Source: an optimization exercise on an open RTL-to-GDS flow (aim: small area and a short achievable clock period). Production flows keep margins and buffers that such runs may drop.
Where RTL was checked, it was by simulation tests only, not by an equivalence proof against the original.
Power is estimated from default activity; no workload was simulated.

## lane 1
Design iq_comp, start of the top module:
module iq_comp (
	input clk, RESETn,
	input freeze_iqcomp,
	input [1:0] op_mode,
	input [3:0] Ix, Qx,
	input signed [12:0] Wr_in, Wj_in,
	output reg signed [3:0] Iy, Qy,
	output wire settled,
	output reg signed [12:0] Wr, Wj
);
clock: 8.0 ns
lec_check: 0
cap_margin: 20
core_margin: 2
core_utilization: 40
cts_buf_list: sky130_fd_sc_hd__clkbuf_8
setup_slack_margin: 2.0
slew_margin: 20
synth_hierarchical: 1
synth_minimum_keep_size: 0
standard.sh (not shown) runs the stock make flow with config.mk's settings and CLKGATE_MAP_FILE= SYNTH_SCRIPT=/design/flow/synth_recipe.tcl, a recipe that flattens the netlist after the stock synthesis.
==> flow/flow/run.sh <==
#!/bin/bash
# Layout flow: the standard flow, with two changes:
#  - synthesis maps the RTL's leaf modules to the cells given in
#    flow/cells_map.v (via ORFS's SYNTH_CANONICALIZE_TCL hook);
#  - port buffers are buf_2 cells.
set -euo pipefail
here=$(pwd)
export SYNTH_CANONICALIZE_TCL="$here/flow/canon.tcl"
export BUFFER_PORTS_ARGS="-buffer_cell sky130_fd_sc_hd__buf_1"
bash standard.sh > "$here/standard.log" 2>&1
Other scripts of this flow, unchanged in this note and not shown: flow/flow/canon.tcl, flow/flow/cells_map.v, flow/flow/leaf_modules.txt
Lane 1: no failed stages, no open violations at the end
What lane 2 does differently from lane 1 at the input level:
--- a/flow/config.mk
+++ b/flow/config.mk
@@ -12 +12 @@
-export SETUP_SLACK_MARGIN = 2.0
+export SETUP_SLACK_MARGIN = 1.75
==> comparison <==
Compared with lane 1, routed wire length in lane 2 decreased slightly.
Looking at largest fanout on the critical path, lane 2 sits 3 above lane 1.
For the worst setup slack, lane 2 came in 0.20 ns lower than lane 1 did.
The critical path buffer and inverter count in lane 2 was lower than what lane 1 gave.
Leftover overflow at the end of global routing: lane 1 vs lane 2, no meaningful difference
~same combinational power in lane 1 and lane 2
Lane 1 and lane 2 ended up with roughly the same arithmetic-cell share of the synthesized area counting full adders, half adders and majority gates.
Between lane 1 and lane 2, the difference in number of global-route vias before repair is negligible.
Changes in lane 3 relative to lane 2:
--- a/flow/config.mk
+++ b/flow/config.mk
@@ -12 +12 @@
-export SETUP_SLACK_MARGIN = 1.75
+export SETUP_SLACK_MARGIN = 2.0
@@ -15,0 +16 @@
+export TNS_END_PERCENT = 0
Findings:
Lane 3 against lane 2: setup slack rose 0.20 ns, number of vias per cell held steady, worst hold slack about even, final routed wirelength across all metal layers went up. Looking at first-pass iteration count of the detailed router, lane 3 sits 4 below lane 2. Time the worst path needs with I/O delays and setup ends up higher on lane 2. Comparing lane 2 with lane 3, the global router's overall resource usage came out essentially unchanged. The run showing the greater utilization is lane 3.
Edits applied to the flow inputs when going from lane 3 to lane 4:
--- a/flow/config.mk
+++ b/flow/config.mk
@@ -12 +12 @@
-export SETUP_SLACK_MARGIN = 2.0
+export SETUP_SLACK_MARGIN = 2.25
@@ -16 +15,0 @@
-export TNS_END_PERCENT = 0
Findings:
Of lane 4 and lane 3, the higher worst setup slack belongs to lane 4. Compared with lane 3, in lane 4 fraction of power consumed by combinational cells went up 0.5 points; via count went up by 58. From lane 3 to lane 4 the numbers moved as follows: worst hold slack moved up, amount of wire on met2 after detailed routing went up. Changes observed in lane 4 relative to lane 3: cell-internal power moved up; max capacitance violation total comparable; worst-case vdd ir drop picked up an extra about 6%; overall routed net length higher.

Another version of the RTL of iq_comp (not shown whole).
Size in the first run: roughly 74 I/O pins, roughly 6700 um^2 of cells after synthesis.
export LEC_CHECK = 0
export CAP_MARGIN = 20
export CORE_MARGIN = 2
export CORE_UTILIZATION = 40
export SLEW_MARGIN = 20
export SYNTH_HIERARCHICAL = 1
export SYNTH_MINIMUM_KEEP_SIZE = 0
create_clock -name core_clock -period 8.0 [get_ports {clk}]
==> flow/flow/run.sh <==
#!/bin/bash
# Layout flow: the standard flow, with two changes:
#  - synthesis maps the RTL's leaf modules to the cells given in
#    flow/cells_map.v (via ORFS's SYNTH_CANONICALIZE_TCL hook);
#  - port buffers are buf_2 cells.
set -euo pipefail
here=$(pwd)
export SYNTH_CANONICALIZE_TCL="$here/flow/canon.tcl"
export BUFFER_PORTS_ARGS="-buffer_cell sky130_fd_sc_hd__buf_2"
bash standard.sh > "$here/standard.log" 2>&1
Other scripts of this flow, unchanged in this note and not shown: flow/flow/canon.tcl, flow/flow/cells_map.v, flow/flow/leaf_modules.txt
The first run completed with no timing, DRC or antenna violations.
Edit:
SETUP_SLACK_MARGIN = 3   (was not set)
Worst setup slack gains 0.99 ns.
Synthesized cell count is unchanged.
Flip-flop and latch count stays the same.
Edit:
SETUP_SLACK_MARGIN = 1.5   (was 3)
Setup slack loses 0.34 ns. Final cell count went down by 4.3%. Count of clock-buffer cells in the layout stays the same. Wire length drops by 11%. Register-to-register slack is worse by 0.21 ns.
No run of this note included a check of the RTL's function; only the layout flow was run.

[separate check: timing with driven ports]
How much do the figures lean on ideal ports? The routed layouts below were timed once more, with nothing changed but the port constraints. Step 1: set_driving_cell puts a clkbuf_16 on clk and a buf_2 on each other input, an assumption about the parent block. Step 2 times the ports against the registers' clock, not the clock port: input delays grow and output delays shrink by t, the midpoint of the rising clock arrivals with the driver on. Slacks: no drivers / after step 1 / after step 2; pairs: no drivers / after step 1.
run | t (ns) | setup WS [ns] | worst register clock-pin slew, ns | worst slew at a driven data input, ns | pins driven straight from the clock port
lane 1 | 0.353 | 2.313 / 2.319 / 1.966 | 0.08 / 0.08 | 0.04 | 1
lane 2 | 0.353 | 2.114 / 2.121 / 1.767 | 0.09 / 0.09 | 0.04 | 1
lane 3 | 0.353 | 2.313 / 2.319 / 1.966 | 0.08 / 0.08 | 0.04 | 1
lane 4 | 0.354 | 2.406 / 2.393 / 2.038 | 0.09 / 0.09 | 0.05 | 1
the first run of note 2 | 0.334 | 1.176 / 1.196 / 0.862 | 0.07 / 0.07 | 0.04 | 1
the second run of note 2 | 0.319 | 2.167 / 2.160 / 1.841 | 0.06 / 0.06 | 0.06 | 1
the third run of note 2 | 0.335 | 1.825 / 1.838 / 1.503 | 0.07 / 0.07 | 0.04 | 1
After both steps every run listed still meets setup and hold. The setup slack of lane 4, which loses most, moves by -0.013 ns with the drivers and by -0.368 ns with both steps.
